What follows belongs to an exercise in optimizing a design on an open flow for small area; a production flow would make more cautious choices.
The RTL was checked by simulation tests, not by an equivalence proof against the original design.
In runs 3 to 5 the design's own scripts or RTL, not TritonCTS, make the clock network.
No driver is modelled on the clock port, so clock power and skew are understated where the tree is cut down; a real chip needs a root buffer or a tree.
Power is estimated from default activity; no workload was simulated.

File: flow/flow/synth.tcl
# synth_recipe.tcl with one change: the final technology mapping uses the
# area-oriented ABC script beside this file instead of ORFS's speed script.
proc synth {args} { yosys synth -nofsm -noshare {*}$args }
set ::area_abc_script [file join [file dirname [file normalize [info script]]] area.abc]
proc abc {args} {
  set i [lsearch $args -script]
  if {$i >= 0} { lset args [expr {$i + 1}] $::area_abc_script }
  yosys abc {*}$args
}
source $::env(SCRIPTS_DIR)/synth.tcl
# left out here: clear keep_hierarchy, flatten, clean up, hide names made inside functions, write 1_2_yosys.v
File: flow/flow/area.abc
strash
&get -n
&deepsyn -I 10 -J 50
&put
dch -f
amap
topo
stime -c
dnsize -c
File: flow/flow/run.sh
#!/bin/bash
# Standard ORFS layout with these changes:
#  - synthesis maps logic with an area-oriented ABC script (flow/synth.tcl)
#  - port buffers use the smallest buffer cell
#  - clock tree: large sink clusters and no dummy loads
set -euo pipefail
F="$PWD/flow"
bash standard.sh SYNTH_SCRIPT="$F/synth.tcl" \
  "BUFFER_PORTS_ARGS=-buffer_cell sky130_fd_sc_hd__buf_1" \
  "CTS_ARGS=-sink_clustering_enable -repair_clock_nets -dont_use_dummy_load -buf_list sky130_fd_sc_hd__clkbuf_8 -sink_clustering_size 50 -sink_clustering_max_diameter 300" \
  finish > standard.log 2>&1
File: flow/constraint.sdc
create_clock -name core_clock -period 7.0 [get_ports {clk}]
set_input_delay 1.4000 -clock core_clock [delete_from_list [all_inputs] [get_ports {clk}]]
set_output_delay 1.4000 -clock core_clock [all_outputs]
set_load 0.01 [all_outputs]
File: flow/design.v
module alu_design #(parameter W = 8)(
    input clk, rst, mode, ce, cin,
    input [1:0] inp_valid,
    input [7:0] opa, opb,
    input [3:0] cmd,
    output err, ov, cout, g, l, e,
    output reg [15:0] res
);
localparam F_NONE = 3'd0, F_COUT = 3'd1, F_OV = 3'd2, F_ERR = 3'd3,
           F_L = 3'd4, F_G = 3'd5, F_E = 3'd6;
wire [7:0] a = opa, b = opb;
wire v01 = ~inp_valid[1] &  inp_valid[0];
wire v10 =  inp_valid[1] & ~inp_valid[0];
wire v11 =  inp_valid[1] &  inp_valid[0];
wire [3:0] k = cmd;
wire o_inc  = mode & ((v01 & k == 4'd4) | (v10 & k == 4'd6));
wire o_dec  = mode & ((v01 & k == 4'd5) | (v10 & k == 4'd7));
wire o_add  = mode & v11 & (k == 4'd0 | k == 4'd2);
wire o_sub  = mode & v11 & (k == 4'd1 | k == 4'd3);
wire o_cmp  = mode & v11 & k == 4'd8;
wire o_minc = mode & v11 & k == 4'd9;
wire o_mshl = mode & v11 & k == 4'd10;
wire o_sadd = mode & v11 & k == 4'd11;
wire o_ssub = mode & v11 & k == 4'd12;
wire rot_ok = ~|b[7:4];
wire o_lnorm = ~mode & v11 & (k <= 4'd5);           
wire o_nota = ~mode & v01 & k == 4'd6;
wire o_notb = ~mode & v10 & k == 4'd7;
wire o_shr  = ~mode & ((v01 & k == 4'd8) | (v10 & k == 4'd10));
wire o_shl  = ~mode & ((v01 & k == 4'd9) | (v10 & k == 4'd11));
wire o_rol  = ~mode & v11 & k == 4'd12 & rot_ok;
wire o_ror  = ~mode & v11 & k == 4'd13 & rot_ok;
wire o_err  = ~(o_inc | o_dec | o_add | o_sub | o_cmp | o_minc | o_mshl | o_sadd |
                o_ssub | o_lnorm | o_nota | o_notb | o_shr | o_shl | o_rol | o_ror);
reg [3:0] tt;
always @(*) begin
    if (mode) begin
        case ({inp_valid, k})
            6'b01_0100: tt = 4'b0000;    
            6'b01_0101: tt = 4'b1111;    
            6'b10_0110: tt = 4'b1010;    
            6'b10_0111: tt = 4'b1010;    
            6'b11_0001, 6'b11_0011, 6'b11_1000, 6'b11_1100:
                        tt = 4'b0101;    
            6'b11_1001, 6'b11_1010:
                        tt = 4'b0000;    
            default:    tt = 4'b1010;    
        endcase
    end else begin
        case ({inp_valid, k})
            6'b11_0000: tt = 4'b1000;    
            6'b11_0001: tt = 4'b0111;    
            6'b11_0010: tt = 4'b1110;    
            6'b11_0011: tt = 4'b0001;    
            6'b11_0100: tt = 4'b0110;    
            6'b11_0101: tt = 4'b1001;    
            6'b01_0110: tt = 4'b0011;    
            6'b10_0111: tt = 4'b0101;    
            6'b10_1010, 6'b10_1011:
                        tt = 4'b1010;    
            default:    tt = 4'b1100;    
        endcase
    end
end
wire [7:0] q;
genvar i;
generate
    for (i = 0; i < 8; i = i + 1) begin : lg
        if (i == 0) begin : b0
            assign q[i] = tt[{a[i], b[i]}] & ~o_shr;
        end else begin : bn
            assign q[i] = tt[{a[i], b[i]}];
        end
    end
endgenerate
wire       p_a  = mode & inp_valid[0];
wire       p_ff = mode & ~inp_valid[0] & k[0];          
wire [7:0] p = ({8{p_a}} & a) | {8{p_ff}};
wire       ci = ~mode ? 1'b0 :
                ~(inp_valid[1] & inp_valid[0]) ? ~k[0] :
                k[3] ? ~k[1] : (k[1] ? (cin ^ k[0]) : k[0]);
localparam SPLIT = 4;
wire [SPLIT:0] c;
wire [7:0] sum;
assign c[0] = ci;
generate
    for (i = 0; i < SPLIT; i = i + 1) begin : add
        alu_fa u_fa (.a(p[i]), .b(q[i]), .c(c[i]), .s(sum[i]), .co(c[i+1]));
    end
endgenerate
wire [8:SPLIT+1] z0, z1;
wire [7:SPLIT]   s0, s1;
assign s0[SPLIT] = p[SPLIT] ^ q[SPLIT];
assign z0[SPLIT+1] = p[SPLIT] & q[SPLIT];
assign s1[SPLIT] = ~(p[SPLIT] ^ q[SPLIT]);
assign z1[SPLIT+1] = p[SPLIT] | q[SPLIT];
generate
    for (i = SPLIT + 1; i < 8; i = i + 1) begin : addh
        alu_fa u_fa0 (.a(p[i]), .b(q[i]), .c(z0[i]), .s(s0[i]), .co(z0[i+1]));
        alu_fa u_fa1 (.a(p[i]), .b(q[i]), .c(z1[i]), .s(s1[i]), .co(z1[i+1]));
    end
endgenerate
assign sum[7:SPLIT] = c[SPLIT] ? s1 : s0;
wire c8 = c[SPLIT] ? z1[8] : z0[8];
wire sum_zero = ~|sum;
wire [8:0] binc = {1'b0, b} + {8'd0, o_minc};
wire [2:0] n_rot = b[2:0] ^ {3{k[0]}};               
wire [7:0] oh = 8'd1 << n_rot;
wire y_b   = o_minc | o_mshl;
wire y_oh  = o_rol | o_ror;
wire y_one = ~(o_err | o_cmp | y_b | y_oh | o_shr);
wire [7:0] n_y = ({8{y_b}} & (binc[7:0] | {binc[8], 7'd0})) |
                 ({8{y_oh}} & oh) | {o_shr, 6'd0, y_one};
wire [7:0] n_x = sum | {o_minc & c8 & ~binc[8], 7'd0};
wire n_s    = o_mshl | o_shl | o_ror | (o_minc & (c8 | binc[8]));
wire n_fold = o_rol | o_ror | o_shr;
wire ovs = o_sadd ? ((a[7] & b[7] & ~sum[7] & |{a[6:0], b[6:0]}) | (~a[7] & ~b[7] & sum[7])) :
                    ((~a[7] & (|a) & b[7] & sum[7]) | (a[7] & ~b[7] & ~sum[7]));
wire n_hiff = (o_dec | o_sub) & ~c8 |
              (o_sadd | o_ssub) & (a[7] ^ b[7] ^ o_ssub ^ c8) |
              (o_lnorm & k[0]) | o_nota | o_notb | o_shr;
wire [2:0] n_fc = {o_cmp,
                   o_cmp ? sum_zero :
                       (o_err | ((o_dec | o_sub) & ~c8) | ((o_sadd | o_ssub) & ovs)),
                   o_cmp ? c8 & ~sum_zero : (o_err | ((o_inc | o_add) & c8))};
reg [7:0] x;
reg [7:0] y;
reg       s, fold, hiff;
reg [2:0] fc;
always @(posedge clk)
    if (ce) x <= n_x;
always @(posedge clk or posedge rst) begin
    if (rst) begin
        y <= 0; s <= 0; fold <= 0; hiff <= 0; fc <= F_ERR;
    end else if (ce) begin
        y <= n_y; s <= n_s; fold <= n_fold; hiff <= n_hiff; fc <= n_fc;
    end
end
wire [15:0] m;
  wire mu_pp0_0 = ~(x[0] & y[0]);
  wire mu_pp0_1 = ~(x[1] & y[0]);
  wire mu_pp0_2 = ~(x[2] & y[0]);
  wire mu_pp0_3 = ~(x[3] & y[0]);
  wire mu_pp0_4 = ~(x[4] & y[0]);
  wire mu_pp0_5 = ~(x[5] & y[0]);
  wire mu_pp0_6 = ~(x[6] & y[0]);
  wire mu_pp0_7 = ~(x[7] & y[0]);
  wire mu_pp1_0 = ~(x[0] & y[1]);
  wire mu_pp1_1 = ~(x[1] & y[1]);
  wire mu_pp1_2 = ~(x[2] & y[1]);
  wire mu_pp1_3 = ~(x[3] & y[1]);
  wire mu_pp1_4 = ~(x[4] & y[1]);
  wire mu_pp1_5 = ~(x[5] & y[1]);
  wire mu_pp1_6 = ~(x[6] & y[1]);
  wire mu_pp1_7 = ~(x[7] & y[1]);
  wire mu_pp2_0 = ~(x[0] & y[2]);
  wire mu_pp2_1 = ~(x[1] & y[2]);
  wire mu_pp2_2 = ~(x[2] & y[2]);
  wire mu_pp2_3 = ~(x[3] & y[2]);
  wire mu_pp2_4 = ~(x[4] & y[2]);
  wire mu_pp2_5 = ~(x[5] & y[2]);
  wire mu_pp2_6 = ~(x[6] & y[2]);
  wire mu_pp2_7 = ~(x[7] & y[2]);
  wire mu_pp3_0 = ~(x[0] & y[3]);
  wire mu_pp3_1 = ~(x[1] & y[3]);
  wire mu_pp3_2 = ~(x[2] & y[3]);
  wire mu_pp3_3 = ~(x[3] & y[3]);
  wire mu_pp3_4 = ~(x[4] & y[3]);
  wire mu_pp3_5 = ~(x[5] & y[3]);
  wire mu_pp3_6 = ~(x[6] & y[3]);
  wire mu_pp3_7 = ~(x[7] & y[3]);
  wire mu_pp4_0 = ~(x[0] & y[4]);
  wire mu_pp4_1 = ~(x[1] & y[4]);
  wire mu_pp4_2 = ~(x[2] & y[4]);
  wire mu_pp4_3 = ~(x[3] & y[4]);
  wire mu_pp4_4 = ~(x[4] & y[4]);
  wire mu_pp4_5 = ~(x[5] & y[4]);
  wire mu_pp4_6 = ~(x[6] & y[4]);
  wire mu_pp4_7 = ~(x[7] & y[4]);
  wire mu_pp5_0 = ~(x[0] & y[5]);
  wire mu_pp5_1 = ~(x[1] & y[5]);
  wire mu_pp5_2 = ~(x[2] & y[5]);
  wire mu_pp5_3 = ~(x[3] & y[5]);
  wire mu_pp5_4 = ~(x[4] & y[5]);
  wire mu_pp5_5 = ~(x[5] & y[5]);
  wire mu_pp5_6 = ~(x[6] & y[5]);
  wire mu_pp5_7 = ~(x[7] & y[5]);
  wire mu_pp6_0 = ~(x[0] & y[6]);
  wire mu_pp6_1 = ~(x[1] & y[6]);
  wire mu_pp6_2 = ~(x[2] & y[6]);
  wire mu_pp6_3 = ~(x[3] & y[6]);
  wire mu_pp6_4 = ~(x[4] & y[6]);
  wire mu_pp6_5 = ~(x[5] & y[6]);
  wire mu_pp6_6 = ~(x[6] & y[6]);
  wire mu_pp6_7 = ~(x[7] & y[6]);
  wire mu_pp7_0 = ~(x[0] & y[7]);
  wire mu_pp7_1 = ~(x[1] & y[7]);
  wire mu_pp7_2 = ~(x[2] & y[7]);
  wire mu_pp7_3 = ~(x[3] & y[7]);
  wire mu_pp7_4 = ~(x[4] & y[7]);
  wire mu_pp7_5 = ~(x[5] & y[7]);
  wire mu_pp7_6 = ~(x[6] & y[7]);
  wire mu_pp7_7 = ~(x[7] & y[7]);
  wire mu_fs0, mu_fc0;
  alu_fa u_mu_fs0 (.a(mu_pp0_2), .b(mu_pp1_1), .c(mu_pp2_0), .s(mu_fs0), .co(mu_fc0));
  wire mu_fs1, mu_fc1;
  alu_fa u_mu_fs1 (.a(mu_pp0_3), .b(mu_pp1_2), .c(mu_pp2_1), .s(mu_fs1), .co(mu_fc1));
  wire mu_fs2, mu_fc2;
  alu_fa u_mu_fs2 (.a(mu_pp3_0), .b(mu_fc0), .c(mu_fs1), .s(mu_fs2), .co(mu_fc2));
  wire mu_fs3, mu_fc3;
  alu_fa u_mu_fs3 (.a(mu_pp0_4), .b(mu_pp1_3), .c(mu_pp2_2), .s(mu_fs3), .co(mu_fc3));
  wire mu_fs4, mu_fc4;
  alu_fa u_mu_fs4 (.a(mu_pp3_1), .b(mu_pp4_0), .c(mu_fc1), .s(mu_fs4), .co(mu_fc4));
  wire mu_fs5, mu_fc5;
  alu_fa u_mu_fs5 (.a(mu_fs3), .b(mu_fs4), .c(mu_fc2), .s(mu_fs5), .co(mu_fc5));
  wire mu_fs6, mu_fc6;
  alu_fa u_mu_fs6 (.a(mu_pp0_5), .b(mu_pp1_4), .c(mu_pp2_3), .s(mu_fs6), .co(mu_fc6));
  wire mu_fs7, mu_fc7;
  alu_fa u_mu_fs7 (.a(mu_pp3_2), .b(mu_pp4_1), .c(mu_pp5_0), .s(mu_fs7), .co(mu_fc7));
  wire mu_fs8, mu_fc8;
  alu_fa u_mu_fs8 (.a(mu_fc3), .b(mu_fs6), .c(mu_fs7), .s(mu_fs8), .co(mu_fc8));
  wire mu_fs9, mu_fc9;
  alu_fa u_mu_fs9 (.a(mu_fc4), .b(mu_fs8), .c(mu_fc5), .s(mu_fs9), .co(mu_fc9));
  wire mu_fs10, mu_fc10;
  alu_fa u_mu_fs10 (.a(mu_pp0_6), .b(mu_pp1_5), .c(mu_pp2_4), .s(mu_fs10), .co(mu_fc10));
  wire mu_fs11, mu_fc11;
  alu_fa u_mu_fs11 (.a(mu_pp3_3), .b(mu_pp4_2), .c(mu_pp5_1), .s(mu_fs11), .co(mu_fc11));
  wire mu_fs12, mu_fc12;
  alu_fa u_mu_fs12 (.a(mu_pp6_0), .b(mu_fc6), .c(mu_fc7), .s(mu_fs12), .co(mu_fc12));
  wire mu_fs13, mu_fc13;
  alu_fa u_mu_fs13 (.a(mu_fs10), .b(mu_fs11), .c(mu_fc8), .s(mu_fs13), .co(mu_fc13));
  wire mu_fs14, mu_fc14;
  alu_fa u_mu_fs14 (.a(mu_fs12), .b(mu_fs13), .c(mu_fc9), .s(mu_fs14), .co(mu_fc14));
  wire mu_fs15, mu_fc15;
  alu_fa u_mu_fs15 (.a(mu_pp0_7), .b(mu_pp1_6), .c(mu_pp2_5), .s(mu_fs15), .co(mu_fc15));
  wire mu_fs16, mu_fc16;
  alu_fa u_mu_fs16 (.a(mu_pp3_4), .b(mu_pp4_3), .c(mu_pp5_2), .s(mu_fs16), .co(mu_fc16));
  wire mu_fs17, mu_fc17;
  alu_fa u_mu_fs17 (.a(mu_pp6_1), .b(mu_pp7_0), .c(mu_fc10), .s(mu_fs17), .co(mu_fc17));
  wire mu_fs18, mu_fc18;
  alu_fa u_mu_fs18 (.a(mu_fc11), .b(mu_fs15), .c(mu_fs16), .s(mu_fs18), .co(mu_fc18));
  wire mu_fs19, mu_fc19;
  alu_fa u_mu_fs19 (.a(mu_fc12), .b(mu_fs17), .c(mu_fs18), .s(mu_fs19), .co(mu_fc19));
  wire mu_fs20, mu_fc20;
  alu_fa u_mu_fs20 (.a(mu_fc13), .b(mu_fs19), .c(mu_fc14), .s(mu_fs20), .co(mu_fc20));
  wire mu_fs21, mu_fc21;
  alu_fa u_mu_fs21 (.a(mu_pp1_7), .b(mu_pp2_6), .c(mu_pp3_5), .s(mu_fs21), .co(mu_fc21));
  wire mu_fs22, mu_fc22;
  alu_fa u_mu_fs22 (.a(mu_pp4_4), .b(mu_pp5_3), .c(mu_pp6_2), .s(mu_fs22), .co(mu_fc22));
  wire mu_fs23, mu_fc23;
  alu_fa u_mu_fs23 (.a(mu_pp7_1), .b(mu_fc15), .c(mu_fc16), .s(mu_fs23), .co(mu_fc23));
  wire mu_fs24, mu_fc24;
  alu_fa u_mu_fs24 (.a(mu_fs21), .b(mu_fs22), .c(mu_fc17), .s(mu_fs24), .co(mu_fc24));
  wire mu_fs25, mu_fc25;
  alu_fa u_mu_fs25 (.a(mu_fc18), .b(mu_fs23), .c(mu_fs24), .s(mu_fs25), .co(mu_fc25));
  wire mu_fs26, mu_fc26;
  alu_fa u_mu_fs26 (.a(mu_fc19), .b(mu_fs25), .c(mu_fc20), .s(mu_fs26), .co(mu_fc26));
  wire mu_fs27, mu_fc27;
  alu_fa u_mu_fs27 (.a(mu_pp2_7), .b(mu_pp3_6), .c(mu_pp4_5), .s(mu_fs27), .co(mu_fc27));
  wire mu_fs28, mu_fc28;
  alu_fa u_mu_fs28 (.a(mu_pp5_4), .b(mu_pp6_3), .c(mu_pp7_2), .s(mu_fs28), .co(mu_fc28));
  wire mu_fs29, mu_fc29;
  alu_fa u_mu_fs29 (.a(mu_fc21), .b(mu_fc22), .c(mu_fs27), .s(mu_fs29), .co(mu_fc29));
  wire mu_fs30, mu_fc30;
  alu_fa u_mu_fs30 (.a(mu_fs28), .b(mu_fc23), .c(mu_fs29), .s(mu_fs30), .co(mu_fc30));
  wire mu_fs31, mu_fc31;
  alu_fa u_mu_fs31 (.a(mu_fc24), .b(mu_fs30), .c(mu_fc25), .s(mu_fs31), .co(mu_fc31));
  wire mu_fs32, mu_fc32;
  alu_fa u_mu_fs32 (.a(mu_pp3_7), .b(mu_pp4_6), .c(mu_pp5_5), .s(mu_fs32), .co(mu_fc32));
  wire mu_fs33, mu_fc33;
  alu_fa u_mu_fs33 (.a(mu_pp6_4), .b(mu_pp7_3), .c(mu_fc27), .s(mu_fs33), .co(mu_fc33));
  wire mu_fs34, mu_fc34;
  alu_fa u_mu_fs34 (.a(mu_fc28), .b(mu_fs32), .c(mu_fs33), .s(mu_fs34), .co(mu_fc34));
  wire mu_fs35, mu_fc35;
  alu_fa u_mu_fs35 (.a(mu_fc29), .b(mu_fs34), .c(mu_fc30), .s(mu_fs35), .co(mu_fc35));
  wire mu_fs36, mu_fc36;
  alu_fa u_mu_fs36 (.a(mu_pp4_7), .b(mu_pp5_6), .c(mu_pp6_5), .s(mu_fs36), .co(mu_fc36));
  wire mu_fs37, mu_fc37;
  alu_fa u_mu_fs37 (.a(mu_pp7_4), .b(mu_fc32), .c(mu_fs36), .s(mu_fs37), .co(mu_fc37));
  wire mu_fs38, mu_fc38;
  alu_fa u_mu_fs38 (.a(mu_fc33), .b(mu_fs37), .c(mu_fc34), .s(mu_fs38), .co(mu_fc38));
  wire mu_fs39, mu_fc39;
  alu_fa u_mu_fs39 (.a(mu_pp5_7), .b(mu_pp6_6), .c(mu_pp7_5), .s(mu_fs39), .co(mu_fc39));
  wire mu_fs40, mu_fc40;
  alu_fa u_mu_fs40 (.a(mu_fc36), .b(mu_fs39), .c(mu_fc37), .s(mu_fs40), .co(mu_fc40));
  wire mu_fs41, mu_fc41;
  alu_fa u_mu_fs41 (.a(mu_pp6_7), .b(mu_pp7_6), .c(mu_fc39), .s(mu_fs41), .co(mu_fc41));
  wire mu_hs42 = ~(mu_pp0_1 ^ mu_pp1_0);
  wire mu_hc42 = mu_pp0_1 | mu_pp1_0;
  wire mu_hs43 = ~(mu_fs0 ^ mu_hc42);
  wire mu_hc43 = mu_fs0 | mu_hc42;
  wire mu_hs44 = ~(mu_fs2 ^ mu_hc43);
  wire mu_hc44 = mu_fs2 | mu_hc43;
  wire mu_hs45 = ~(mu_fs5 ^ mu_hc44);
  wire mu_hc45 = mu_fs5 | mu_hc44;
  wire mu_hs46 = ~(mu_fs9 ^ mu_hc45);
  wire mu_hc46 = mu_fs9 | mu_hc45;
  wire mu_hs47 = ~(mu_fs14 ^ mu_hc46);
  wire mu_hc47 = mu_fs14 | mu_hc46;
  wire mu_hs48 = ~(mu_fs20 ^ mu_hc47);
  wire mu_hc48 = mu_fs20 | mu_hc47;
  wire mu_hs49 = ~(mu_fs26 ^ mu_hc48);
  wire mu_hc49 = mu_fs26 | mu_hc48;
  wire mu_fs50, mu_fc50;
  alu_fa u_mu_fs50 (.a(mu_fs31), .b(mu_fc26), .c(mu_hc49), .s(mu_fs50), .co(mu_fc50));
  wire mu_fs51, mu_fc51;
  alu_fa u_mu_fs51 (.a(mu_fs35), .b(mu_fc31), .c(mu_fc50), .s(mu_fs51), .co(mu_fc51));
  wire mu_fs52, mu_fc52;
  alu_fa u_mu_fs52 (.a(mu_fs38), .b(mu_fc35), .c(mu_fc51), .s(mu_fs52), .co(mu_fc52));
  wire mu_fs53, mu_fc53;
  alu_fa u_mu_fs53 (.a(mu_fs40), .b(mu_fc38), .c(mu_fc52), .s(mu_fs53), .co(mu_fc53));
  wire mu_fs54, mu_fc54;
  alu_fa u_mu_fs54 (.a(mu_fs41), .b(mu_fc40), .c(mu_fc53), .s(mu_fs54), .co(mu_fc54));
  wire mu_fs55, mu_fc55;
  alu_fa u_mu_fs55 (.a(1'b1), .b(mu_pp7_7), .c(mu_fc41), .s(mu_fs55), .co(mu_fc55));
  wire mu_fs56, mu_fc56;
  alu_fa u_mu_fs56 (.a(1'b0), .b(mu_pp7_7), .c(mu_fc41), .s(mu_fs56), .co(mu_fc56));
  wire mu_cs14 = mu_fc54 ? mu_fs55 : mu_fs56;
  wire mu_cs15 = mu_fc54 ? mu_fc55 : mu_fc56;
  assign m = ~{mu_cs15, mu_cs14, mu_fs54, mu_fs53, mu_fs52, mu_fs51, mu_fs50, mu_hs49, mu_hs48, mu_hs47, mu_hs46, mu_hs45, mu_hs44, mu_hs43, mu_hs42, mu_pp0_0};
wire [15:0] ms = s ? {m[14:0], 1'b0} : m;
wire [7:0]  hi = (hiff ? {8{~fold}} : ms[15:8]) | {7'd0, fc == F_COUT};
wire [7:0]  lo = ms[7:0] | ({8{fold}} & {s & m[14], ms[14:8]});
reg [2:0] fc2;
always @(posedge clk or posedge rst) begin
    if (rst) begin
        res <= 0; fc2 <= F_NONE;
    end else if (ce) begin
        res <= {hi, lo}; fc2 <= fc;
    end
end
assign cout = fc2 == F_COUT;
assign ov   = fc2 == F_OV;
assign g    = fc2 == F_G;
assign l    = fc2 == F_L;
assign e    = fc2 == F_E;
assign err  = fc2 == F_ERR;
endmodule
module alu_fa (input a, b, c, output s, co);
    assign s = a ^ b ^ c;
    assign co = (a & b) | (c & (a ^ b));
endmodule
File: flow/config.mk
export PLATFORM = sky130hd
export DESIGN_NAME = alu_design
export DESIGN_NICKNAME = alu_design
export VERILOG_FILES = /design/flow/design.v
export SDC_FILE = /design/flow/constraint.sdc
export NUM_CORES = 4
export LEC_CHECK = 0
export CAP_MARGIN = 20
export CORE_MARGIN = 2
export CORE_UTILIZATION = 60
export CTS_BUF_LIST = sky130_fd_sc_hd__clkbuf_8
export GPL_TIMING_DRIVEN = 0
export SLEW_MARGIN = 20
export SYNTH_HIERARCHICAL = 1
File: flow/standard.sh
#!/bin/bash
# synth_recipe.tcl (not shown) runs the flow's synth.tcl, then flattens the netlist and writes it again
# the make line also repeats each setting of config.mk as NAME=value (left out here)
make -C /OpenROAD-flow-scripts/flow DESIGN_CONFIG=/design/flow/config.mk WORK_HOME=/design/flow/orfs CLKGATE_MAP_FILE= SYNTH_SCRIPT=/design/flow/synth_recipe.tcl "${@:-finish}"
==> impl_metrics.json, run 1 <==
{
  "relSlewSlack": 0.472,
  "clock_path_buffers": 2,
  "setup_viol": 0,
  "drv_slew": 0,
  "tritoncts": "yes",
  "vias_per_cell": 6.12,
  "p_clk_frac": 0.178,
  "hold-path-cell-count": 2,
  "min_period_ps": 6750,
  "status": "finished clean",
  "period_share": 0.964,
  "dp_cells": 636,
  "placed_cell_area_sq_um": 4620,
  "pwr-share-seq": 0.451,
  "cp.depth": 23,
  "ys_seq_area_frac": 0.248,
  "diodes": 0,
  "rows": 30,
  "crit_chain": "buf_1 -> clkinv_1 -> o22a_1 -> nor3_1 -> nand2_1 -> a31oi_1 -> o211ai_1 -> a31oi_1 -> nor2_1 -> nor2_1 -> o32a_1 -> nor2_1 -> fa_1 -> fa_1 -> fa_1 -> fa_1 -> o22ai_2 -> clkinv_1 -> or3_1 -> nor4b_2 -> a21oi_1 -> o21ai_0 -> o32a_1",
  "p_leak_nw": 1.46,
  "synth_cell_types": 37,
  "p_per_area_nw_per_um2": 157,
  "place_ws_ps": -388,
  "grt_pass1_wl_um": 17600,
  "firstDrtPassIters": 5,
  "grt_use_total": 0.291,
  "drt_iter0_markers": 300,
  "max_stage_delay_ps": 480,
  "clock_skew_ps": 31.0,
  "cts_setup_buffers": 0,
  "post-route-drc-count": 0,
  "path_clk_slew_ps": 80,
  "worst_pin_slew_ps": 784,
  "dieHeight_um": 88.8,
  "rsz0062_at_grt": "no",
  "clock_sinks": 41,
  "p_comb_frac": 0.371,
  "synth_enable_flop_cells": 8,
  "ant_nets": 0,
  "io_pins": 49,
  "port_buffers": 48,
  "drt_wl_total_um": 10600,
  "final_cells": 641,
  "place_congestion": 0.904,
  "yosysTopAreaCell": "fa_1",
  "hold_class": "reg2reg",
  "synth_fp_nets": 593,
  "yosys_register_bits": 41,
  "reg2regPathDepth": 20,
  "path_delay_family": "adder cells",
  "layout-drive-gt1-share": 0.0220,
  "critPathMaxFanout": 8,
  "post-route-util": 0.684,
  "worst_slack_ps": 250,
  "cp.arrival_ps": 6970,
  "synth_area_per_cell_sq_um": 8.77,
  "cts_root_buf": "clkbuf_8",
  "layout.nets": 648,
  "grt_max_degree": 35,
  "critPathKind": "in2reg",
  "area_growth_pct": 8.90,
  "die_w_um": 88.8,
  "wire_per_inst_um": 16.5,
  "cp_common_cell": "fa_1",
  "htreeDepth": 2,
  "hpwl_um": 8630,
  "syn-instance-count": 492,
  "grt_overflow": 0,
  "cts_buffers": 5,
  "maxCapViolCount": 0,
  "synth.top_cells.by_area": "fa_1 (27%), dfrtp_1 (18%), nand2_1 (7.7%)",
  "synth-main-ff-cell": "dfrtp_1",
  "antenna_found_initial": 0,
  "start_util": 0.628,
  "peakVddDrop_uv": 86.3,
  "synth_top_area_share": 0.274,
  "critPathSlowestCell": "fa_1",
  "dieArea_sq_um": 7890,
  "cts_hold_buffers": 0,
  "design_area_sq_um": 4700,
  "internal_power_mw": 0.456,
  "grt_pass1_vias": 3792,
  "syn_area_sq_um": 4320,
  "num_vias": 3920,
  "cp-start-kind": "primary input",
  "fmax_ghz": 0.148,
  "ys_warn_count": 7,
  "crit_path_end_kind": "flop",
  "cp.required_ps": 7220,
  "fin_hold_ws_ps": 507,
  "async_flop_share": 0.805,
  "p_sw_frac": 0.383,
  "critPathBufInv": 3,
  "core_area_sq_um": 6870,
  "switching_power_mw": 0.283,
  "hold_violations": 0,
  "clkLatencyLatePin_ps": 290
}
final cells by class:
cell class	instances	area, sq um
fill	595	2170
tap	96	120
inverter	56	211
clock buffer	5	68.8
multi-input combinational	395	3050
sequential	41	1070
timing repair buffer	48	181
placed cells by master, fill, tap and decap left out, drive strengths merged, types with 2 or more instances in the layout:
master | netlist | routed
nand2 | 88 | 88
conb | 2 | 2
o21bai | 4 | 4
ha | 15 | 15
o32a | 2 | 2
dfrtp | 31 | 31
nor3 | 24 | 24
fa | 59 | 59
nor4 | 3 | 3
a21oi | 12 | 12
edfxtp | 8 | 8
o21ai | 25 | 25
or3 | 5 | 5
clkinv | 56 | 55
o221ai | 11 | 11
dfstp | 2 | 2
nor2b | 5 | 5
buf | 0 | 48
nand3 | 8 | 8
nor2 | 57 | 57
o22ai | 21 | 21
a211oi | 2 | 2
a22oi | 9 | 9
or2 | 6 | 6
o22a | 5 | 5
a31oi | 5 | 5
clkbuf | 0 | 5
o211ai | 13 | 13
a22o | 4 | 4
worst reg2reg max path: stages, from the launching register on:
cell and delay [ps]:
edfxtp_1 530, nand2_1 140, fa_1 450, fa_1 460
fa_1 420, fa_1 390, fa_1 380, fa_1 390
fa_1 440, clkinv_1 60, ha_1 140, clkinv_1 70
fa_1 380, fa_1 400, fa_1 410, fa_1 390
fa_1 420, a22o_1 290, nor2_1 140, nor3_1 70
nor3_1 220
synthesized netlist by cell type, types with 6 or more instances:
library cell	n
clkinv_1	56
nand3_1	8
o211ai_1	13
dfrtp_1	31
o22ai_1	21
nor2_1	57
o21ai_0	25
edfxtp_1	8
fa_1	59
o221ai_1	11
nand2_1	88
ha_1	15
a22oi_1	9
a21oi_1	12
or2_0	6
nor3_1	24
per-module statistics from Yosys (local to each module, per instance):
| module | flops+latches | copies in the design | cell area [sq um] |
|---|---|---|---|
| alu_design | 41 | 1 | 3140 |
| alu_fa | 0 | 59 | 20.0 |
cells by family after synthesis:
group,share of synthesized area
AO/OA/AOI/OAI,0.187
adder cells (fa/ha/maj),0.317
buffers and inverters,0.0487
flip-flops,0.248
other,0.00174
AND/OR/NAND/NOR,0.198
flip-flops by register name (all words and copies together), names as in the netlist:
name / count
fold: 1
fc: 3
x: 8
s: 1
fc2: 3
y: 8
hiff: 1
res: 16
power groups by stage:
stage	registers (mW)	logic [mW]	clock network [mW]
after floorplan	0.332	0.178	0
after global placement	0.335	0.265	0
after detailed placement	0.337	0.273	0
after CTS	0.332	0.275	0.136
after global routing	0.340	0.314	0.145
final	0.333	0.274	0.131
worst paths after layout:
check / start / end / slack, ps
worst min register to register: res[7]$_DFFE_PP0P_ / res[7]$_DFFE_PP0P_ / 510
worst max register to register: x[3]$_DFFE_PP_ / res[6]$_DFFE_PP0P_ / 330
max in group asynchronous: rst / y[2]$_DFFE_PP0P_ / 5500
worst min-delay path: res[7]$_DFFE_PP0P_ / res[7]$_DFFE_PP0P_ / 510
min in group asynchronous: rst / res[2]$_DFFE_PP0P_ / 1110
worst max-delay path: cmd[1] / fc[1]$_DFFE_PP1P_ / 250
through the flow:
step           power (mW)  setup TNS [ps]
2_1_floorplan       0.511               0
3_3_place_gp        0.600            -800
3_5_place_dp        0.610            -738
4_1_cts             0.743               0
5_1_grt             0.800               0
6_report            0.739               0
layer usage:
layer  vias up  GRT usage  part of all wire
met5         -          0                 0
met4         0      0.116             0.036
met3        28     0.0373             0.048
met2       154      0.495              0.49
met1      1901      0.378              0.42
li1       1837          -                 -
timing repair:
| action | 4_1_cts | 5_1_grt |
|---|---|---|
| resized for setup | 1 | 4 |
| gates cloned | 0 | 0 |
| setup endpoints to repair | 2 | 3 |
==> inputs of run 2 (changes only) <==
--- a/flow/flow/run.sh
+++ b/flow/flow/run.sh
@@ -8,4 +8,4 @@
 bash standard.sh SYNTH_SCRIPT="$F/synth.tcl" \
   "BUFFER_PORTS_ARGS=-buffer_cell sky130_fd_sc_hd__buf_1" \
-  "CTS_ARGS=-sink_clustering_enable -repair_clock_nets -dont_use_dummy_load -buf_list sky130_fd_sc_hd__clkbuf_8 -sink_clustering_size 50 -sink_clustering_max_diameter 300" \
+  "CTS_ARGS=-sink_clustering_enable -repair_clock_nets -dont_use_dummy_load -root_buf sky130_fd_sc_hd__clkbuf_8 -buf_list sky130_fd_sc_hd__clkbuf_4 -sink_clustering_size 50 -sink_clustering_max_diameter 300" \
   finish > standard.log 2>&1
==> flow/flow/area.abc (replaced) <==
strash
&get -n
&deepsyn -I 10 -J 50
&put
dch -f
amap -m
topo
stime -c
dnsize -c
==> run 2 against run 1 <==
Against the previous run: non-clock buffer count rose by 3; register-to-register slack better by 50 ps; clock skew is 2.4 ps lower; synthesized cell count up 0.20%; final cell count increased by 0.62%; cell area rose by 0.88%; synthesized area hardly changed; highest routed layer unchanged.
==> impl_metrics.json, run 2 <==
{
  "largest_reg_flops": 16,
  "synth_cell_types": 38,
  "crit_path_end_kind": "flop",
  "place_congestion": 0.937,
  "p_per_area_nw_per_um2": 158,
  "port_buffers": 48,
  "drt_iter0_markers": 266,
  "cp_common_cell": "fa_1",
  "critPathSlowestCell": "fa_1",
  "layout-drive-gt1-share": 0.0328,
  "regMostFlops": "res",
  "async_flop_share": 0.805,
  "tritoncts": "yes",
  "rows": 30,
  "p_comb_frac": 0.379,
  "synth-adder-area-share": 0.317,
  "ys_seq_area_frac": 0.247,
  "worst_pin_slew_ps": 763,
  "final_cells": 645,
  "dp_cells": 637,
  "internal_power_mw": 0.461,
  "htreeDepth": 2,
  "clock_skew_ps": 28.6,
  "area_growth_pct": 9.79,
  "cts_buffers": 5,
  "grt_overflow": 0,
  "switching_power_mw": 0.290,
  "synth_fp_nets": 594,
  "wire_per_inst_um": 16.9,
  "synth_area_per_cell_sq_um": 8.76,
  "critPathKind": "in2reg",
  "synth_compound_area_frac": 0.185,
  "synth_enable_flop_cells": 8,
  "layout.nets": 652,
  "pwr-share-seq": 0.444,
  "hold_class": "reg2reg",
  "grt_max_degree": 35,
  "cts_root_buf": "clkbuf_8",
  "drv_slew": 0,
  "maxCapViolCount": 0,
  "dieHeight_um": 88.8,
  "synth-main-ff-cell": "dfrtp_1",
  "vias_per_cell": 6.19,
  "p_clk_frac": 0.177,
  "clkLatencyLatePin_ps": 300,
  "ys_warn_count": 7,
  "cp.arrival_ps": 6990,
  "cts_hold_buffers": 0,
  "rsz0062_at_grt": "no",
  "core_area_sq_um": 6870,
  "post-route-drc-count": 0,
  "p_leak_nw": 1.49,
  "place_ws_ps": -582,
  "die_w_um": 88.8,
  "relSlewSlack": 0.486,
  "synth_common_cells": "nand2_1 (89), fa_1 (59), nor2_1 (59)",
  "drt_wl_total_um": 10900,
  "min_period_ps": 6760,
  "synth_top_area_share": 0.273,
  "largest_registers": "res x16, x x8, y x8",
  "syn-instance-count": 493,
  "synth_xor_area_frac": 0,
  "p_sw_frac": 0.386,
  "diodes": 0,
  "status": "finished clean",
  "grt_pass1_vias": 3957,
  "setup_viol": 0,
  "syn_area_sq_um": 4320,
  "fmax_ghz": 0.148,
  "cp.required_ps": 7220,
  "final_common_cell": "nand2_1",
  "firstDrtPassIters": 5,
  "dieArea_sq_um": 7890,
  "period_share": 0.966,
  "hpwl_um": 8850,
  "grt_use_total": 0.300,
  "cp-start-kind": "primary input",
  "peakVddDrop_uv": 105,
  "grt_pass1_wl_um": 18200,
  "hold_violations": 0,
  "final_cell_mix": "nand2_1 (89), nor2_1 (59), fa_1 (59)",
  "synth.top_cells.by_area": "fa_1 (27%), dfrtp_1 (18%), nand2_1 (7.7%)",
  "clock_sinks": 41,
  "synth_top_family_by_area": "adder cells",
  "worst_slack_ps": 236,
  "ant_nets": 0,
  "path_clk_slew_ps": 90,
  "clock_path_buffers": 2,
  "critPathMaxFanout": 12,
  "crit_chain": "buf_1 -> clkinv_2 -> a31oi_1 -> a31oi_1 -> o211ai_1 -> nor2_1 -> or2_1 -> o21ai_0 -> o32a_1 -> nor2_1 -> fa_1 -> fa_1 -> fa_1 -> fa_1 -> o22ai_2 -> clkinv_1 -> or3_1 -> nor4b_4 -> a21oi_1 -> o21ai_0 -> o32a_1",
  "synthSimpleGateAreaFrac": 0.199,
  "io_pins": 49,
  "fin_hold_ws_ps": 503,
  "antenna_found_initial": 0,
  "yosysTopAreaCell": "fa_1",
  "yosys_register_bits": 41,
  "synthMostInstantiatedCell": "nand2_1",
  "max_stage_delay_ps": 490,
  "num_vias": 3990,
  "muxShareOfSynthArea": 0.00232,
  "start_util": 0.629
}
## run 2: worst max-delay path: cells and delay by family
kind / cells / cell delay (ps)
adders and majority gates: 4 / 1690
AOI/OAI and AO/OA: 9 / 1690
buffers and inverters: 3 / 920
and+or+nand+nor: 5 / 1270
## run 2: kinds of logic (layout without fill, tap and decap cells)
| family | count (synthesis) | count (layout) |
|---|---|---|
| AND/OR/NAND/NOR | 202 | 202 |
| AO/OA/AOI/OAI | 118 | 118 |
| adder cells (fa/ha/maj) | 74 | 74 |
| buffers and inverters | 55 | 111 |
| flip-flops | 41 | 41 |
| other | 2 | 2 |
| multiplexers | 1 | 1 |
## run 2: per-stage QoR
step / power [mW] / cell area (sq um) / setup TNS, ps / util
after floorplan: 0.511 / 4320 / 0 / -
after global placement: 0.602 / 4620 / -909 / 0.672
after detailed placement: 0.611 / 4620 / -1090 / 0.673
after CTS: 0.744 / 4700 / 0 / 0.684
after global routing: 0.810 / 4740 / 0 / 0.690
final: 0.751 / 4740 / 0 / 0.690
## run 2: power groups by stage
stage,Clock [mW],Combinational (mW),Sequential (mW)
CTS,0.136,0.275,0.333
detailed placement,0,0.274,0.337
finish,0.133,0.285,0.333
floorplan,0,0.179,0.333
global placement,0,0.265,0.336
global route,0.146,0.325,0.339
## run 2: worst paths after layout
kind,startpoint,endpoint,slack (ps),cells after the start
max in group asynchronous,rst,y[2]$_DFFE_PP0P_,5490,2
min in group asynchronous,rst,res[2]$_DFFE_PP0P_,1110,2
setup / recovery,cmd[0],fc[1]$_DFFE_PP1P_,240,21
hold / removal,res[7]$_DFFE_PP0P_,res[7]$_DFFE_PP0P_,500,2
setup reg to reg,y[0]$_DFFE_PP0P_,res[6]$_DFFE_PP0P_,380,20
hold reg to reg,res[7]$_DFFE_PP0P_,res[7]$_DFFE_PP0P_,500,2
## run 2: layer usage
layer  part of all wire  global-route usage  vias to the layer above
met1               0.40               0.373                     1937
met3              0.061              0.0476                       33
met2               0.50               0.507                      183
li1                   -                   -                     1837
met5                  0                   0                        -
met4              0.038               0.149                        0
## run 2: repair_timing
item / 4_1_cts / 5_1_grt
gates resized for setup: 2 / 6
buffers inserted: 0 / 3
setup endpoints to repair: 2 / 3
## run 2: final cells by class
cell class | count | area (sq um)
timing repair buffer | 51 | 204
sequential | 41 | 1070
tap | 96 | 120
clock buffer | 5 | 68.8
inverter | 55 | 209
fill | 580 | 2130
multi-input combinational | 397 | 3070
## run 2: Yosys stat by module (local to each module, per instance)
module	copies in the design	flip-flops and latches	area, sq um
alu_fa	59	0	20.0
alu_design	1	41	3140
==> inputs of run 3 (changes only) <==
==> flow/flow/run.sh (replaced) <==
#!/bin/bash
# Standard ORFS layout with these changes:
#  - synthesis maps logic with an area-oriented ABC script (flow/synth.tcl)
#  - port buffers use the smallest buffer cell
#  - clock: flow/pre_cts.tcl replaces TritonCTS by one clock buffer per group
#    of nearby registers (three groups), each driven by the clock port
set -euo pipefail
F="$PWD/flow"
export PRE_CTS_TCL="$F/pre_cts.tcl"
export ALU_CLOCK_BUFFER=sky130_fd_sc_hd__clkbuf_8
export ALU_CLOCK_GROUPS=3
bash standard.sh SYNTH_SCRIPT="$F/synth.tcl" \
  "BUFFER_PORTS_ARGS=-buffer_cell sky130_fd_sc_hd__buf_1" \
  finish > standard.log 2>&1
==> flow/flow/area.abc (replaced) <==
strash
&get -n
&deepsyn -I 10 -J 50
&put
dch -f
amap
topo
stime -c
dnsize -c
==> flow/flow/pre_cts.tcl (new file) <==
# Clock distribution: instead of TritonCTS's tree (a root buffer, four leaf
# buffers and dummy loads), the registers are split into a few groups by
# position and each group gets one clock buffer, placed at the group's centre
# and driven by the clock port.  The port then drives only those buffers.
proc clock_tree_synthesis {args} {
  set cell $::env(ALU_CLOCK_BUFFER)
  set ngroups $::env(ALU_CLOCK_GROUPS)
  set block [ord::get_db_block]
  set dbu [$block getDbUnitsPerMicron]
  set regs {}
  foreach pin [get_pins -of_objects [get_nets clk]] {
    set inst [sta::sta_to_db_inst [get_cells -of_objects $pin]]
    set bb [$inst getBBox]
    lappend regs [list $pin \
      [expr {([$bb xMin] + [$bb xMax]) / 2.0 / $dbu}] \
      [expr {([$bb yMin] + [$bb yMax]) / 2.0 / $dbu}]]
  }
  # k-means on the register positions, started from groups of equal size
  # taken in order of x
  set regs [lsort -real -index 1 $regs]
  set n [llength $regs]
  set centres {}
  for {set g 0} {$g < $ngroups} {incr g} {
    set part [lrange $regs [expr {$g * $n / $ngroups}] [expr {($g + 1) * $n / $ngroups - 1}]]
    set sx 0.0; set sy 0.0
    foreach r $part { set sx [expr {$sx + [lindex $r 1]}]; set sy [expr {$sy + [lindex $r 2]}] }
    lappend centres [list [expr {$sx / [llength $part]}] [expr {$sy / [llength $part]}]]
  }
  for {set it 0} {$it < 20} {incr it} {
    set members [lrepeat $ngroups {}]
    foreach r $regs {
      set best 0; set bd 1e30
      for {set g 0} {$g < $ngroups} {incr g} {
        set c [lindex $centres $g]
        set d [expr {abs([lindex $r 1] - [lindex $c 0]) + abs([lindex $r 2] - [lindex $c 1])}]
        if { $d < $bd } { set bd $d; set best $g }
      }
      lset members $best [concat [lindex $members $best] [list $r]]
    }
    set centres {}
    for {set g 0} {$g < $ngroups} {incr g} {
      set part [lindex $members $g]
      set sx 0.0; set sy 0.0
      foreach r $part { set sx [expr {$sx + [lindex $r 1]}]; set sy [expr {$sy + [lindex $r 2]}] }
      set k [expr {max(1, [llength $part])}]
      lappend centres [list [expr {$sx / $k}] [expr {$sy / $k}]]
    }
  }
  for {set g 0} {$g < $ngroups} {incr g} {
    set part [lindex $members $g]
    if { [llength $part] == 0 } { continue }
    set pins {}
    foreach r $part { lappend pins [lindex $r 0] }
    insert_buffer -buffer_cell $cell -net [get_nets clk] -load_pins $pins \
      -location [lindex $centres $g] -buffer_name clkbuf_g$g -net_name clknet_g$g
    puts "clock group $g: [llength $part] registers, buffer at [lindex $centres $g]"
  }
  set_propagated_clock [all_clocks]
}
==> run 3 against run 2 <==
Against the previous run: largest cell class unchanged; synthesized area hardly changed; utilization down 0.84 points; critical endpoint unchanged; register-to-register slack worse by 60 ps; critical path depth up 2; combinational power decreased by 3%; cell area fell by 1.2%; die area barely moved; clock power down 29%; sequential share of layout area up 0.30 points; via count is 1.1% lower; hold slack improved by 7.4 ps.
==> impl_metrics.json, run 3 <==
{
  "synth_top_area_share": 0.274,
  "relSlewSlack": 0.489,
  "grt_max_degree": 35,
  "synth_xor_area_frac": 0,
  "grt_pass1_wl_um": 17500,
  "place_congestion": 0.904,
  "r2r_start": "y[1]$_DFFE_PP0P_",
  "worst_pin_slew_ps": 759,
  "wire_per_inst_um": 16.6,
  "synth_area_per_cell_sq_um": 8.77,
  "synth_compound_area_frac": 0.187,
  "cp_common_cell": "fa_1",
  "area_growth_pct": 8.52,
  "hp-start": "res[7]$_DFFE_PP0P_",
  "synthMostInstantiatedCell": "nand2_1",
  "synth.top_cells.by_area": "fa_1 (27%), dfrtp_1 (18%), nand2_1 (7.7%)",
  "grt_overflow": 0,
  "path_delay_family": "adder cells",
  "async_flop_share": 0.805,
  "p_leak_nw": 1.45,
  "final_cells": 639,
  "ys_seq_area_frac": 0.248,
  "hold-path-cell-count": 2,
  "hold_violations": 0,
  "placed_cell_area_sq_um": 4620,
  "holdPathEnd": "res[7]$_DFFE_PP0P_",
  "synth-main-ff-cell": "dfrtp_1",
  "firstDrtPassIters": 5,
  "fin_hold_ws_ps": 511,
  "ant_nets": 0,
  "reg2reg_setup_slack_ps": 320,
  "muxShareOfSynthArea": 0,
  "wl_met2_um": 5320,
  "drt_wl_total_um": 10600,
  "antenna_found_initial": 0,
  "drt_iter0_markers": 283,
  "largest_registers": "res x16, x x8, y x8",
  "reg2regPathDepth": 20,
  "dieHeight_um": 88.8,
  "final_cell_mix": "nand2_1 (88), fa_1 (59), nor2_1 (57)",
  "grt_use_total": 0.281,
  "design_area_sq_um": 4680,
  "synthSimpleGateAreaFrac": 0.198,
  "ys_warn_count": 7,
  "finalPower_mw": 0.704,
  "hpwl_um": 8630,
  "grt_pass1_vias": 3811,
  "diodes": 0,
  "critPathSlowestCell": "fa_1",
  "fmax_ghz": 0.147,
  "dieArea_sq_um": 7890,
  "max_stage_delay_ps": 480,
  "wl_met1_um": 4410,
  "clock_skew_ps": 34.6,
  "critPathMaxFanout": 8,
  "syn-instance-count": 492,
  "final_common_cell": "nand2_1",
  "setup_viol": 0,
  "yosys_register_bits": 41,
  "start_util": 0.628,
  "vias_per_cell": 6.18,
  "core_area_sq_um": 6870,
  "rows": 30,
  "layout.nets": 646,
  "path_clk_slew_ps": 100,
  "crit_path_end_kind": "flop",
  "r2r_end": "res[6]$_DFFE_PP0P_",
  "dr.max_layer_used": "met4",
  "fin_tns_setup_ps": 0,
  "cts_setup_buffers": 0,
  "min_period_ps": 6810,
  "drv_slew": 0,
  "maxCapViolCount": 0,
  "cp-start-kind": "primary input",
  "dr_wl_met3_um": 529,
  "regMostFlops": "res",
  "dp_cells": 636,
  "num_vias": 3946,
  "p_per_area_nw_per_um2": 150,
  "cp.required_ps": 7110,
  "syn_area_sq_um": 4320,
  "rsz0062_at_grt": "no",
  "critPathKind": "in2reg",
  "io_pins": 49,
  "cp.arrival_ps": 6910,
  "synth_cell_types": 37,
  "die_w_um": 88.8,
  "post-route-drc-count": 0,
  "synth_common_cells": "nand2_1 (88), fa_1 (59), nor2_1 (57)",
  "status": "finished clean",
  "layout-drive-gt1-share": 0.0203,
  "critPathBufInv": 3,
  "synth_enable_flop_cells": 8,
  "yosysTopAreaCell": "fa_1",
  "hold_class": "reg2reg",
  "peakVddDrop_uv": 87.2,
  "crit_chain": "buf_1 -> clkinv_1 -> o22a_1 -> nor3_1 -> nand2_1 -> a31oi_1 -> o211ai_1 -> a31oi_1 -> nor2_1 -> nor2_1 -> o32a_1 -> nor2_1 -> fa_1 -> fa_1 -> fa_1 -> fa_1 -> o22ai_2 -> clkinv_1 -> or3_1 -> nor4b_4 -> a21oi_1 -> o21ai_0 -> o32a_1",
  "port_buffers": 48,
  "clkLatencyLatePin_ps": 160,
  "largest_reg_flops": 16,
  "synth-adder-area-share": 0.317,
  "synth_fp_nets": 593,
  "synth_top_family_by_area": "adder cells",
  "period_share": 0.972
}
## run 3: worst min-delay path, delay by kind of cell, from the launching register on
kind | cells | cell delay [ps]
flip-flops | 1 | 360
AND/OR/NAND/NOR | 1 | 50
AO/OA/AOI/OAI | 1 | 60
## run 3: worst max path at each step
| stage | start | cells past startpoint | slack, ps | to |
|---|---|---|---|---|
| 6_report | cmd[1] | 23 | 190 | fc[1]$_DFFE_PP1P_ |
| 5_1_grt | mode | 22 | 9 | fc[1]$_DFFE_PP1P_ |
| 4_1_cts | cmd[1] | 23 | 90 | fc[1]$_DFFE_PP1P_ |
| 3_5_place_dp | cmd[0] | 21 | -390 | fc[1]$_DFFE_PP1P_ |
| 3_3_place_gp | cmd[0] | 21 | -420 | fc[1]$_DFFE_PP1P_ |
| 2_1_floorplan | x[3]$_DFFE_PP_ | 20 | 760 | res[6]$_DFFE_PP0P_ |
## run 3: power breakdown
group / switching, mW / total (mW) / leakage [nW] / internal [mW]
sequential: 0.0466 / 0.334 / 0.488 / 0.287
combinational: 0.171 / 0.277 / 0.941 / 0.106
clock: 0.0548 / 0.0941 / 0.0216 / 0.0393
## run 3: per-layer routing
layer	vias up	global-route usage
li1	1832	-
met1	1932	0.376
met2	160	0.489
met3	22	0.0177
met4	0	0.0964
met5	-	0
## run 3: per-module statistics from Yosys, one instance, submodules excluded
module	cells inside	cell area (sq um)
alu_fa	1	20.0
alu_design	433	3140
## run 3: cells by family (layout without fill, tap and decap cells)
logic type / count (synthesis) / count (layout)
AO/OA/AOI/OAI: 119 / 119
adder cells (fa/ha/maj): 74 / 74
buffers and inverters: 56 / 107
flip-flops: 41 / 41
other: 2 / 2
AND/OR/NAND/NOR: 200 / 200
## run 3: final cells by class, without the clock buffers
cell class / instances / area [sq um]
Inverter: 56 / 211
Timing Repair Buffer: 48 / 183
Tap cell: 96 / 120
Multi-Input combinational cell: 395 / 3060
Sequential cell: 41 / 1070
Fill cell: 591 / 2180
## run 3: timing repair
| item | in CTS | in global routing |
|---|---|---|
| resized for setup | 2 | 5 |
| endpoints found under the setup margin | 2 | 3 |
| hold buffers | 0 | 0 |
## run 3: through the flow
stage / setup slack, ps / utilization
detailed placement: -388 / 0.672
finish: 193 / 0.682
CTS: 85.9 / 0.680
global route: 8.79 / 0.682
floorplan: 759 / -
global placement: -419 / 0.672
==> inputs of run 4 (changes only) <==
==> flow/flow/area.abc (replaced) <==
strash
&get -n
&deepsyn -I 10 -J 50
&put
dch -f
amap -m
topo
stime -c
dnsize -c
--- a/flow/flow/synth.tcl
+++ b/flow/flow/synth.tcl
@@ -8,4 +8,6 @@
   yosys abc {*}$args
 }
+# half adders are left as plain logic (only full adders become adder cells)
+proc extract_fa {args} { yosys extract_fa -fa {*}$args }
 source $::env(SCRIPTS_DIR)/synth.tcl
 # left out here: clear keep_hierarchy, flatten, clean up, hide names made inside functions, write 1_2_yosys.v
==> run 4 against run 3 <==
Against the previous run: still clean; worst setup slack gained 91 ps; synthesized cell count decreased by 1.6%; hold slack lost 12 ps; critical path type is now reg2reg; largest power group unchanged.
==> impl_metrics.json, run 4 <==
{
  "status": "finished clean",
  "worst_pin_slew_ps": 783,
  "p_per_area_nw_per_um2": 147,
  "drt_iter0_markers": 289,
  "place_congestion": 0.968,
  "r2r_start": "x[2]$_DFFE_PP_",
  "diodes": 0,
  "port_buffers": 48,
  "antenna_found_initial": 0,
  "relSlewSlack": 0.475,
  "path_clk_slew_ps": 90,
  "critPathKind": "reg2reg",
  "final_common_cell": "nand2_1",
  "syn-instance-count": 484,
  "fin_tns_setup_ps": 0,
  "synth-main-ff-cell": "dfrtp_1",
  "hold_violations": 0,
  "num_vias": 4071,
  "hpwl_um": 8640,
  "fillCellCount": 544,
  "synth_area_per_cell_sq_um": 8.55,
  "grt_use_total": 0.290,
  "clock_skew_ps": 6.84,
  "r2r_end": "res[6]$_DFFE_PP0P_",
  "ant_nets": 0,
  "dp_cells": 612,
  "hold-path-cell-count": 2,
  "grt_max_degree": 34,
  "vias_per_cell": 6.50,
  "critPathSlowestCell": "edfxtp_1",
  "dieHeight_um": 87.0,
  "peakVddDrop_uv": 88.5,
  "drv_slew": 0,
  "synth_cell_types": 38,
  "cp-start-kind": "flop",
  "final_cell_mix": "nand2_1 (85), clkinv_1 (55), fa_1 (55)",
  "ff_latch_area_sq_um": 1070,
  "maxCapViolCount": 0,
  "muxShareOfSynthArea": 0,
  "rows": 30,
  "grt_overflow": 0,
  "hp-start": "fc[0]$_DFFE_PP1P_",
  "cp-startpoint": "x[2]$_DFFE_PP_",
  "worst_slack_ps": 284,
  "post-route-drc-count": 0,
  "period_share": 0.959,
  "dieArea_sq_um": 7580,
  "final_cells": 626,
  "reg2regPathDepth": 19,
  "async_flop_share": 0.805,
  "rsz0062_at_grt": "no",
  "reg2reg_setup_slack_ps": 280,
  "min_period_ps": 6720,
  "die_w_um": 87.0,
  "cp_common_cell": "fa_1",
  "largest_registers": "res x16, x x8, y x8",
  "synth_common_cells": "nand2_1 (86), clkinv_1 (64), nor2_1 (60)",
  "largest_reg_flops": 16,
  "drt_wl_total_um": 11200,
  "yosys_register_bits": 41,
  "cp.arrival_ps": 6780,
  "synthSimpleGateAreaFrac": 0.186,
  "clkLatencyLatePin_ps": 150,
  "critPathMaxFanout": 8,
  "synth_top_area_share": 0.285,
  "synthMostInstantiatedCell": "nand2_1",
  "finalPower_mw": 0.699,
  "grt_pass1_vias": 3730,
  "synth.top_cells.by_area": "fa_1 (29%), dfrtp_1 (19%), nand2_1 (7.8%)",
  "crit_path_end_kind": "flop",
  "synth_top_family_by_area": "adder cells",
  "hold_class": "reg2reg",
  "ys_seq_area_frac": 0.258,
  "fmax_ghz": 0.149,
  "io_pins": 49,
  "crit_chain": "nand2_1 -> fa_1 -> fa_1 -> fa_1 -> fa_1 -> fa_1 -> fa_1 -> fa_1 -> clkinv_1 -> nand2_1 -> fa_1 -> fa_1 -> fa_1 -> fa_1 -> fa_1 -> a22o_1 -> o21ai_0 -> nor2_1 -> nor3_1",
  "synth_compound_area_frac": 0.211,
  "firstDrtPassIters": 6,
  "core_area_sq_um": 6720,
  "synth-adder-area-share": 0.285,
  "cp.required_ps": 7070,
  "regMostFlops": "res",
  "area_growth_pct": 14.7,
  "synth_fp_nets": 570,
  "layout-drive-gt1-share": 0.108,
  "p_leak_nw": 1.45,
  "yosysTopAreaCell": "fa_1",
  "holdPathEnd": "fc[0]$_DFFE_PP1P_",
  "place_ws_ps": -1290,
  "ys_warn_count": 7,
  "layout.nets": 634,
  "multi_input_area_sq_um": 3010,
  "max_stage_delay_ps": 540,
  "grt_pass1_wl_um": 17600,
  "synth_enable_flop_cells": 8,
  "setup_viol": 0,
  "start_util": 0.616,
  "wire_per_inst_um": 17.9,
  "syn_area_sq_um": 4140,
  "synth_xor_area_frac": 0
}
## run 4: cell types whose count changed after synthesis, sizes merged, moves of 4 or more
| cell | change |
|---|---|
| a21oi | +12 |
| o21bai | -4 |
| a222oi | +4 |
| clkinv | +8 |
| o21ai | +4 |
| nor2b | -5 |
| or2 | -4 |
| o221ai | -7 |
| o211ai | -6 |
| ha | -15 |
| or3 | -4 |
## run 4: critical path, delay by kind of cell, from the launching register on
family,cells,cell delay (ps)
flip-flops,1,540
adder cells (fa/ha/maj),12,4940
AO/OA/AOI/OAI,2,560
buffers and inverters,1,90
AND/OR/NAND/NOR,4,500
## run 4: per-stage QoR
stage	cell area, sq um	util	hold slack [ps]
after global placement	4420	0.658	480
after CTS	4580	0.682	501
after floorplan	4140	-	457
final	4740	0.706	499
after global routing	4740	0.706	509
after detailed placement	4420	0.658	488
## run 4: where the power goes
| group | leakage, nW | switching [mW] | internal, mW |
|---|---|---|---|
| Sequential | 0.487 | 0.0409 | 0.281 |
| Clock | 0.0216 | 0.0562 | 0.0394 |
| Combinational | 0.944 | 0.175 | 0.106 |
| Total | 1.45 | 0.272 | 0.427 |
## run 4: modules after synthesis (local to each module, per instance)
module / cells / times used
alu_design: 425 / 1
alu_fa: 1 / 59
## run 4: worst max path at each step
stage | endpoint | slack (ps) | cells after the start
floorplan | fc[1]$_DFFE_PP1P_ | 150 | 25
global placement | fc[0]$_DFFE_PP1P_ | -1270 | 28
detailed placement | fc[0]$_DFFE_PP1P_ | -1290 | 28
CTS | hiff$_DFFE_PP0P_ | 30 | 29
global route | fc[1]$_DFFE_PP1P_ | 5 | 31
finish | res[6]$_DFFE_PP0P_ | 280 | 19
## run 4: final cells by class, without the clock buffers
type / instances / area share
timing repair buffer: 59 / 0.0567
sequential: 41 / 0.226
inverter: 64 / 0.0535
multi-input combinational: 379 / 0.634
tap: 80 / 0.0211
## run 4: timing repair
item                       4_1_cts  5_1_grt
hold buffers                     0        0
pin swaps                        2        5
gates cloned                     0        0
gates resized for setup         33       26
buffers inserted                 1       10
setup endpoints to repair        7        7
## run 4: cell families (layout without fill, tap and decap cells)
logic type               after synthesis  after routing
adder cells (fa/ha/maj)               59             59
buffers and inverters                 64            126
flip-flops                            41             41
other                                  2              2
AO/OA/AOI/OAI                        131            131
AND/OR/NAND/NOR                      187            187
## run 4: metal layers
metal	wire length [um]	global-route usage	vias up
li1	-	-	1820
met1	4520	0.388	2004
met2	5720	0.522	212
met3	668	0.0161	35
met4	285	0.0653	0
met5	0	0	-
==> inputs of run 5 (changes only) <==
==> flow/flow/area.abc (replaced) <==
strash
dc2
dch -f
amap
topo
stime -c
dnsize -c
==> run 5 against run 4 <==
Against the previous run: die area up 4.6%; worst setup slack worse by 9.4 ps; utilization fell by 2.2 points; final cell count rose by 5.9%; maximum frequency shrank 0.14%; critical endpoint unchanged; routed wire length increased by 1.9%; flip-flop and latch count unchanged.
==> impl_metrics.json, run 5 <==
{
  "cp.required_ps": 7090,
  "period_share": 0.961,
  "start_util": 0.628,
  "grt_pass1_vias": 4098,
  "ant_nets": 0,
  "critPathSlowestCell": "dfrtp_1",
  "rows": 30,
  "crit_chain": "nand2_1 -> fa_1 -> fa_1 -> fa_1 -> fa_1 -> fa_1 -> fa_1 -> fa_1 -> clkinv_1 -> nand2_1 -> fa_1 -> fa_1 -> fa_1 -> fa_1 -> fa_1 -> o22ai_1 -> o22ai_1 -> o21ai_0 -> a21oi_1 -> a21oi_1",
  "grt_pass1_wl_um": 18700,
  "cp_common_cell": "fa_1",
  "final_cell_mix": "nand2_1 (95), clkinv_1 (59), fa_1 (59)",
  "setup_viol": 0,
  "hpwl_um": 9330,
  "drv_slew": 0,
  "firstDrtPassIters": 6,
  "synth_fp_nets": 601,
  "async_flop_share": 0.805,
  "synth.top_cells.by_area": "fa_1 (27%), dfrtp_1 (18%), nand2_1 (8.2%)",
  "grt_overflow": 0,
  "syn_area_sq_um": 4340,
  "peakVddDrop_uv": 140,
  "antenna_found_initial": 0,
  "hold_class": "reg2reg",
  "p_per_area_nw_per_um2": 265,
  "yosysTopAreaCell": "fa_1",
  "fillCellCount": 614,
  "drt_wl_total_um": 11400,
  "synthMostInstantiatedCell": "nand2_1",
  "place_ws_ps": -327,
  "relSlewSlack": 0.571,
  "min_period_ps": 6730,
  "synth_area_per_cell_sq_um": 8.42,
  "vias_per_cell": 6.30,
  "cts_setup_buffers": 0,
  "cts_hold_buffers": 0,
  "worst_slack_ps": 275,
  "synth_enable_flop_cells": 8,
  "final_common_cell": "nand2_1",
  "hold_violations": 0,
  "yosys_register_bits": 41,
  "crit_path_end_kind": "flop",
  "cp.arrival_ps": 6810,
  "layout.nets": 655,
  "synth_common_cells": "nand2_1 (95), clkinv_1 (61), fa_1 (59)",
  "worst_pin_slew_ps": 644,
  "core_area_sq_um": 6910,
  "die_w_um": 89.0,
  "rsz0062_at_grt": "no",
  "layout-drive-gt1-share": 0.0229,
  "maxCapViolCount": 0,
  "num_vias": 4174,
  "post-route-drc-count": 0,
  "largest_registers": "res x16, x x8, y x8",
  "critPathKind": "reg2reg",
  "critPathMaxFanout": 9,
  "synth_cell_types": 38,
  "p_leak_nw": 1.53,
  "drt_iter0_markers": 281,
  "dieArea_sq_um": 7930,
  "ys_warn_count": 7,
  "regMostFlops": "res",
  "largest_reg_flops": 16,
  "final_cells": 663,
  "cp-start-kind": "flop",
  "ys_seq_area_frac": 0.246,
  "clkLatencyLatePin_ps": 150,
  "grt_use_total": 0.301,
  "grt_max_degree": 34,
  "max_stage_delay_ps": 570,
  "fmax_ghz": 0.149,
  "io_pins": 49,
  "dp_cells": 660,
  "diodes": 0,
  "dieHeight_um": 89.0,
  "syn-instance-count": 515,
  "status": "finished clean",
  "path_clk_slew_ps": 90,
  "port_buffers": 48,
  "wire_per_inst_um": 17.2,
  "synth-main-ff-cell": "dfrtp_1",
  "place_congestion": 0.977,
  "area_growth_pct": 8.94,
  "fin_hold_ws_ps": 484,
  "synth_top_area_share": 0.272,
  "clock_skew_ps": 16.2
}
run 5: cell count changes after synthesis, moves of 5 or more:
cell,delta
nor3_1,-6
o32a_1,+10
a31oi_1,+5
a21oi_1,-8
or2_0,+6
o211ai_1,-6
nand4_1,+5
nand3_1,+6
nand2_1,+9
o21a_1,+9
a22oi_1,-6
o22ai_1,+9
run 5: path summary, 6_finish.rpt:
| check | endpoint | cells past startpoint | slack [ps] | start |
|---|---|---|---|---|
| hold reg to reg | res[12]$_DFFE_PP0P_ | 1 | 480 | res[12]$_DFFE_PP0P_ |
| setup reg to reg | res[6]$_DFFE_PP0P_ | 20 | 270 | y[1]$_DFFE_PP0P_ |
| setup / recovery | res[6]$_DFFE_PP0P_ | 20 | 270 | y[1]$_DFFE_PP0P_ |
| hold / removal | res[12]$_DFFE_PP0P_ | 1 | 480 | res[12]$_DFFE_PP0P_ |
| min in group asynchronous | res[14]$_DFFE_PP0P_ | 2 | 1250 | rst |
| max in group asynchronous | fc[1]$_DFFE_PP1P_ | 2 | 5390 | rst |
run 5: cells by family after synthesis:
group / count (synthesis) / share of synthesized area
simple gates: 210 / 0.207
other cells: 2 / 0.00173
buf+inv: 61 / 0.0528
fa+ha+maj: 59 / 0.272
flops: 41 / 0.246
compound gates: 142 / 0.220
run 5: cell type report, without the clock buffers:
type                       instances  area, sq um  share of cell area
inverter                          61          231              0.0490
multi-input combinational        413         3050               0.646
sequential                        41         1070               0.226
tap                               96          120              0.0254
timing repair buffer              49          211              0.0447
run 5: critical path, delay by kind of cell (launching register included):
family	cells	cell delay, ps
adders and majority gates	12	4980
DFF	1	570
and+or+nand+nor	2	200
AOI/OAI and AO/OA	5	860
buffers and inverters	1	70
run 5: stage by stage:
step	power (mW)	setup TNS (ps)	area [sq um]	utilization
2_1_floorplan	0.917	0	4340	-
3_5_place_dp	1.16	-885	4670	0.676
3_3_place_gp	1.13	-1320	4640	0.672
4_1_cts	1.25	0	4710	0.682
6_report	1.25	0	4730	0.684
5_1_grt	1.38	0	4730	0.684
run 5: per-layer routing:
metal / wire length [um] / track usage
met4: 418 / 0.107
met5: 0 / 0
met3: 792 / 0.0185
met2: 5690 / 0.545
met1: 4510 / 0.383
run 5: what timing repair did:
action	in CTS	in global routing
setup endpoints to repair	3	4
gates resized for setup	2	3
cloned	0	0
pin swaps	0	0
run 5: power breakdown:
group	switching (mW)	internal, mW
clock network	0.0573	0.0394
registers	0.0619	0.303
logic	0.465	0.325
total	0.585	0.667
run 5: Yosys stat by module, one instance, submodules excluded:
module / flops+latches / area, sq um
alu_fa: 0 / 20.0
alu_design: 41 / 3160

afterwards: timing with drivers on the ports:
The results above use ideal ports. As a check the final layouts listed here were re-extracted and re-timed, cells and wires unchanged. Step 1 assumes that a clkbuf_16 drives the clock port and a buf_2 every other input. Step 2 also shifts input and output timing later by t, the mid clock arrival at the registers, as if the neighbouring blocks saw the same clock. a / b / c = ideal ports / drivers / drivers and shift; a / b = the first two.
run	t, ns	setup slack, ns	latest minus earliest clock arrival (ns)
run 1	0.304	0.250 / 0.257 / -0.048	0.031 / 0.031
run 2	0.314	0.236 / 0.242 / -0.071	0.028 / 0.029
run 3	0.191	0.193 / 0.218 / 0.028	0.035 / 0.035
run 4	0.194	0.284 / 0.284 / 0.130	0.007 / 0.007
run 5	0.196	0.275 / 0.275 / 0.185	0.016 / 0.017
With both steps, setup timing fails in run 1 and run 2, where it was met with ideal ports. The setup slack of run 2, which loses most, moves by +0.006 ns with the drivers and by -0.307 ns with both steps.
